What follows belongs to an exercise in optimizing a design on an open flow for small area; a production flow would make more cautious choices.
The RTL was checked by simulation tests, not by an equivalence proof against the original design.
The flow treats the clock pin as an ideal source, which a real chip does not have.

## run A
==> flow/design.v <==
module axi_stream_insert_header #(
    parameter DATA_WD = 32,
    parameter DATA_BYTE_WD = DATA_WD / 8,
    parameter BYTE_CNT_WD = $clog2(DATA_BYTE_WD)
) (
    input clk,
    input rst_n,
    input valid_in,
    input [DATA_WD-1 : 0] data_in,
    input [DATA_BYTE_WD-1 : 0] keep_in,
    input last_in,
    output ready_in,
    output valid_out,
    output [DATA_WD-1 : 0] data_out,
    output [DATA_BYTE_WD-1 : 0] keep_out,
    output last_out,
    input ready_out,
    input valid_insert,
    input [DATA_WD-1 : 0] header_insert,
    input [DATA_BYTE_WD-1 : 0] keep_insert,
    input [BYTE_CNT_WD : 0] byte_insert_cnt,
    output ready_insert
);
reg  [1:0] st;
wire s_idle = ~st[1] & ~st[0];
wire s_hdr  = ~st[1] &  st[0];
wire s_io   =  st[1] &  st[0];
wire s_wait =  st[1] & ~st[0];
reg        v3;
reg  [31:0] mem0, mem1, mem2, mem3;
reg  [1:0] cnt_lo;
reg  [2:0] cnt_hi;
wire [4:0] cnt_in = {cnt_hi, cnt_lo};
reg  [4:0] cnt_out;
reg  [2:0] bict;
reg  [3:0] kl;
reg  [31:0] dreg;
reg  [3:0] kk;
reg        lreg;
assign ready_in     = st[0];
assign ready_insert = s_idle;
assign valid_out    = s_io;
assign data_out     = dreg;
assign last_out     = lreg;
wire ain0 = (cnt_lo == 2'd3);
wire ain1 = (cnt_lo == 2'd0);
wire ain2 = (cnt_lo == 2'd1);
wire ain3 = (cnt_lo == 2'd2);
wire hacc = valid_insert & s_idle;
wire hs   = hacc & ain0;
wire we   = valid_in & st[0];
wire load = ready_out & (s_io | (s_hdr & ain3) | (s_wait & valid_in));
function incf;
    input [3:0] k;
    input [2:0] c;
    reg t1, t2, t3, t4;
begin
    t1 = k[0] | k[1] | k[2] | k[3];
    t2 = (k[0] & (k[1] | k[2] | k[3])) | (k[1] & (k[2] | k[3])) | (k[2] & k[3]);
    t3 = (k[0] & k[1] & (k[2] | k[3])) | (k[2] & k[3] & (k[0] | k[1]));
    t4 = k[0] & k[1] & k[2] & k[3];
    case (c)
        3'd0: incf = 1'b0;
        3'd1: incf = t4;
        3'd2: incf = t3;
        3'd3: incf = t2;
        3'd4: incf = t1;
        default: incf = 1'b1;
    endcase
end
endfunction
wire inc = incf(kl, bict);
wire [4:0] cnt_out_p1 = cnt_out + 5'd1;
wire match = inc ? (cnt_out == cnt_in) : (cnt_out_p1 == cnt_in);
wire last_nx = s_io & ready_out & match;
wire [2:0] s = byte_insert_cnt;
wire [4:0] sd = {s == 3'd4, s == 3'd3, s == 3'd2, s == 3'd1, s == 3'd0};
wire s_big = ~|sd;
wire inc_nx = (we & last_in) ? incf(keep_in, bict) : inc;
wire [7:0] kw;
assign kw[3:0] = kl & {4{~inc_nx}};
wire [3:0] kwin;
genvar b, i, k;
generate
    for (b = 0; b < 4; b = b + 1) begin : g_kw
        aoi_sel2 u_kh (.e({inc_nx, ~inc_nx}), .d({kl[b], kk[b]}), .y(kw[b+4]));
        aoi_sel5 u_kw (.e(sd), .d(kw[b+4:b]), .y(kwin[b]));
    end
endgenerate
assign keep_out = lreg ? kk : {4{inc}};
wire [1:0] a = cnt_out[1:0];
wire sz = sd[0];
wire [2:0] q = {1'b0, a} + {2'b00, sz};
wire q0 = (q == 3'd0);
wire q1 = (q == 3'd1);
wire q2 = (q == 3'd2);
wire q3 = (q == 3'd3);
wire vlo = ~s_big & (q0 | q1 | q2 | (q3 & v3));
wire vhi = ~s_big & (q0 | q1 | (q2 & v3));
wire [3:0] rs = {sd[1], sd[2], sd[3], sd[0] | sd[4]};
wire [31:0] wlo;
wire [23:0] whi;
wire [55:0] t = {wlo, whi};
wire [31:0] dnx;
wire we0 = we & ain0;
wire we1 = we & ain1;
wire we2 = we & ain2;
wire we3 = we & ain3;
wire [31:0] mem0_d, mem1_d, mem2_d, mem3_d;
generate
    for (b = 0; b < 32; b = b + 1) begin : g_bit
        aoi_sel4 u_lo (.e({q3, q2, q1, q0}), .d({mem3[b], mem2[b], mem1[b], mem0[b]}), .y(wlo[b]));
        aoi_sel3 u_w0 (.e({hs, we0, ~(hs | we0)}), .d({header_insert[b], data_in[b], mem0[b]}), .y(mem0_d[b]));
        aoi_sel2 u_w1 (.e({we1, ~we1}), .d({data_in[b], mem1[b]}), .y(mem1_d[b]));
        aoi_sel2 u_w2 (.e({we2, ~we2}), .d({data_in[b], mem2[b]}), .y(mem2_d[b]));
        aoi_sel2 u_w3 (.e({we3, ~we3}), .d({data_in[b], mem3[b]}), .y(mem3_d[b]));
    end
    for (b = 8; b < 32; b = b + 1) begin : g_hi
        aoi_sel3 u_hi (.e({~q0 & ~q1, q1, q0}), .d({mem3[b], mem2[b], mem1[b]}), .y(whi[b-8]));
    end
    for (i = 0; i < 4; i = i + 1) begin : g_out
        wire [3:0] e;
        for (k = 0; k < 4; k = k + 1) begin : g_sel
            assign e[k] = load & rs[k] & ((i + k < 4) ? vlo : vhi);
        end
        for (b = 0; b < 8; b = b + 1) begin : g_ob
            aoi_sel5 u_o (.e({~load, e}),
                          .d({dreg[31-8*i-b], t[55-8*(i+3)-b], t[55-8*(i+2)-b], t[55-8*(i+1)-b], t[55-8*i-b]}),
                          .y(dnx[31-8*i-b]));
        end
    end
endgenerate
always @(posedge clk or negedge rst_n) begin
    if (!rst_n) begin
        st <= 2'b00;
        cnt_lo <= 2'b11;
        v3 <= 1'b0;
    end else begin
        case (st)
            2'b00: st <= valid_insert ? 2'b01 : 2'b00;
            2'b01: st <= ain3 ? (ready_out ? 2'b11 : 2'b10) : 2'b01;
            2'b10: st <= (valid_in & ready_out) ? 2'b11 : 2'b10;
            default: st <= lreg ? 2'b00 : 2'b11;
        endcase
        if (hs)
            cnt_lo <= 2'd0;
        else if (we)
            cnt_lo <= cnt_lo + 2'd1;
        if (we & ain3)
            v3 <= 1'b1;
    end
end
always @(posedge clk) begin
    mem0 <= mem0_d;
    mem1 <= mem1_d;
    mem2 <= mem2_d;
    mem3 <= mem3_d;
    if (hs)
        cnt_hi <= 3'd0;
    else if (we & (cnt_lo == 2'd3))
        cnt_hi <= cnt_hi + 3'd1;
    if (hs)
        kl <= 4'd0;
    else if (we & last_in)
        kl <= keep_in;
    if (hacc)
        bict <= byte_insert_cnt;
    cnt_out <= load ? cnt_out_p1 : 5'd0;
    lreg <= last_nx;
    dreg <= dnx;
    if (hacc)
        kk <= keep_insert;
    else if (last_nx)
        kk <= kwin;
end
endmodule
module aoi_sel2 (input [1:0] e, input [1:0] d, output y);
    assign y = |(e & d);
endmodule
module aoi_sel3 (input [2:0] e, input [2:0] d, output y);
    assign y = |(e & d);
endmodule
module aoi_sel4 (input [3:0] e, input [3:0] d, output y);
    assign y = |(e & d);
endmodule
module aoi_sel5 (input [4:0] e, input [4:0] d, output y);
    assign y = |(e & d);
endmodule
==> flow/config.mk <==
export PLATFORM = sky130hd
export DESIGN_NAME = axi_stream_insert_header
export DESIGN_NICKNAME = axi_stream_insert_header
export VERILOG_FILES = /design/flow/design.v
export SDC_FILE = /design/flow/constraint.sdc
export NUM_CORES = 4
export LEC_CHECK = 0
export CAP_MARGIN = 0
export CORE_MARGIN = 2
export CORE_UTILIZATION = 40
export GPL_ROUTABILITY_DRIVEN = 0
export PLACE_DENSITY = 0.8
export SLEW_MARGIN = 0
export SYNTH_HIERARCHICAL = 1
export SYNTH_MINIMUM_KEEP_SIZE = 0
==> flow/constraint.sdc <==
create_clock -name core_clock -period 5.5 [get_ports {clk}]
set_input_delay 1.1000 -clock core_clock [delete_from_list [all_inputs] [get_ports {clk}]]
set_output_delay 1.1000 -clock core_clock [all_outputs]
set_load 0.01 [all_outputs]
standard.sh (not shown) runs the stock make flow with config.mk's settings and CLKGATE_MAP_FILE= SYNTH_SCRIPT=/design/flow/synth_recipe.tcl, a recipe that flattens the netlist after the stock synthesis.
==> flow/flow/run.sh <==
#!/bin/bash
# Standard ORFS layout (the standard.sh, standard synthesis) with:
#  - plain buf_1 cells as the port buffers,
#  - CTS with clkbuf_8 and no dummy loads,
#  - a power-recovery resize after CTS (downsizes cells that have slack).
set -uo pipefail
here=$(pwd)
export BUFFER_PORTS_ARGS="-buffer_cell sky130_fd_sc_hd__buf_1"
export CTS_ARGS="-sink_clustering_enable -repair_clock_nets -dont_use_dummy_load -buf_list sky130_fd_sc_hd__clkbuf_8"
export POST_CTS_TCL="$here/flow/post_cts.tcl"
bash standard.sh finish > flow.log 2>&1
==> flow/flow/post_cts.tcl <==
# Downsize cells that have timing slack to spare, then re-legalize.
log_cmd repair_timing -recover_power 100 -verbose
log_cmd detailed_placement
check_placement -verbose
Changes in run B relative to run A:
--- a/flow/design.v
+++ b/flow/design.v
@@ -69,11 +69,12 @@
     endcase
 end
 endfunction
 wire inc = incf(kl, bict);
 wire [4:0] cnt_out_p1 = cnt_out + 5'd1;
-wire match = inc ? (cnt_out == cnt_in) : (cnt_out_p1 == cnt_in);
+wire [4:0] dif = cnt_in - cnt_out;
+wire match = inc ? (dif == 5'd0) : (dif == 5'd1);
 wire last_nx = s_io & ready_out & match;
 wire [2:0] s = byte_insert_cnt;
 wire [4:0] sd = {s == 3'd4, s == 3'd3, s == 3'd2, s == 3'd1, s == 3'd0};
 wire s_big = ~|sd;
 wire inc_nx = (we & last_in) ? incf(keep_in, bict) : inc;
==> results.txt <==
- Result: PASS for each of run B and run A
- Between run A and run B, the final area figures differ only marginally.
- Of the two values seen for end point of the critical path, dreg[20] was produced by run B and dreg[3] by run A.
- Synthesized cell count, run B and run A: larger value in run A
- From run B to run A, post-route setup TNS did not move at all.
- On mux cell area share after synthesis, run B tracks run A almost exactly.
- Run A has lower met2 capacity usage during global routing than run B.
- In terms of placement row count, run A and run B differ only marginally.
- Delta (run B minus run A): maximum vdd drop rose 4.4%, global-route usage closely matched the old numbers, count of cells along the worst register-to-register path moved down, required arrival time at the worst endpoint shows a reduction of 50 ps.

==> port drivers added, routing unchanged <==
In the flow no input, the clock included, has a driving cell. The finished layouts below were timed again as built, in two steps.
Step 1: set_driving_cell puts a clkbuf_16 on clk and a buf_2 on each other input, an assumption about the parent block.
Step 2 moves the port delays by t, midway between the first and last clock arrival at a register: inputs arrive t later, outputs are due t later. That takes back most of the time a late clock gives input paths.
Slacks: ideal ports / drivers / drivers and shift; pairs: ideal ports / drivers.
| run | t (ns) | setup slack, ns | hold slack, ns | worst slew at a driven data input, ns |
|---|---|---|---|---|
| run A | 0.488 | 1.312 / 1.334 / 0.845 | 0.478 / 0.478 / 0.478 | 0.07 |
| run B | 0.491 | 1.455 / 1.468 / 0.977 | 0.478 / 0.478 / 0.478 | 0.07 |
After both steps setup and hold are still met in every run listed. The setup slack of run B, which loses most, moves by +0.013 ns with the drivers and by -0.478 ns with both steps.
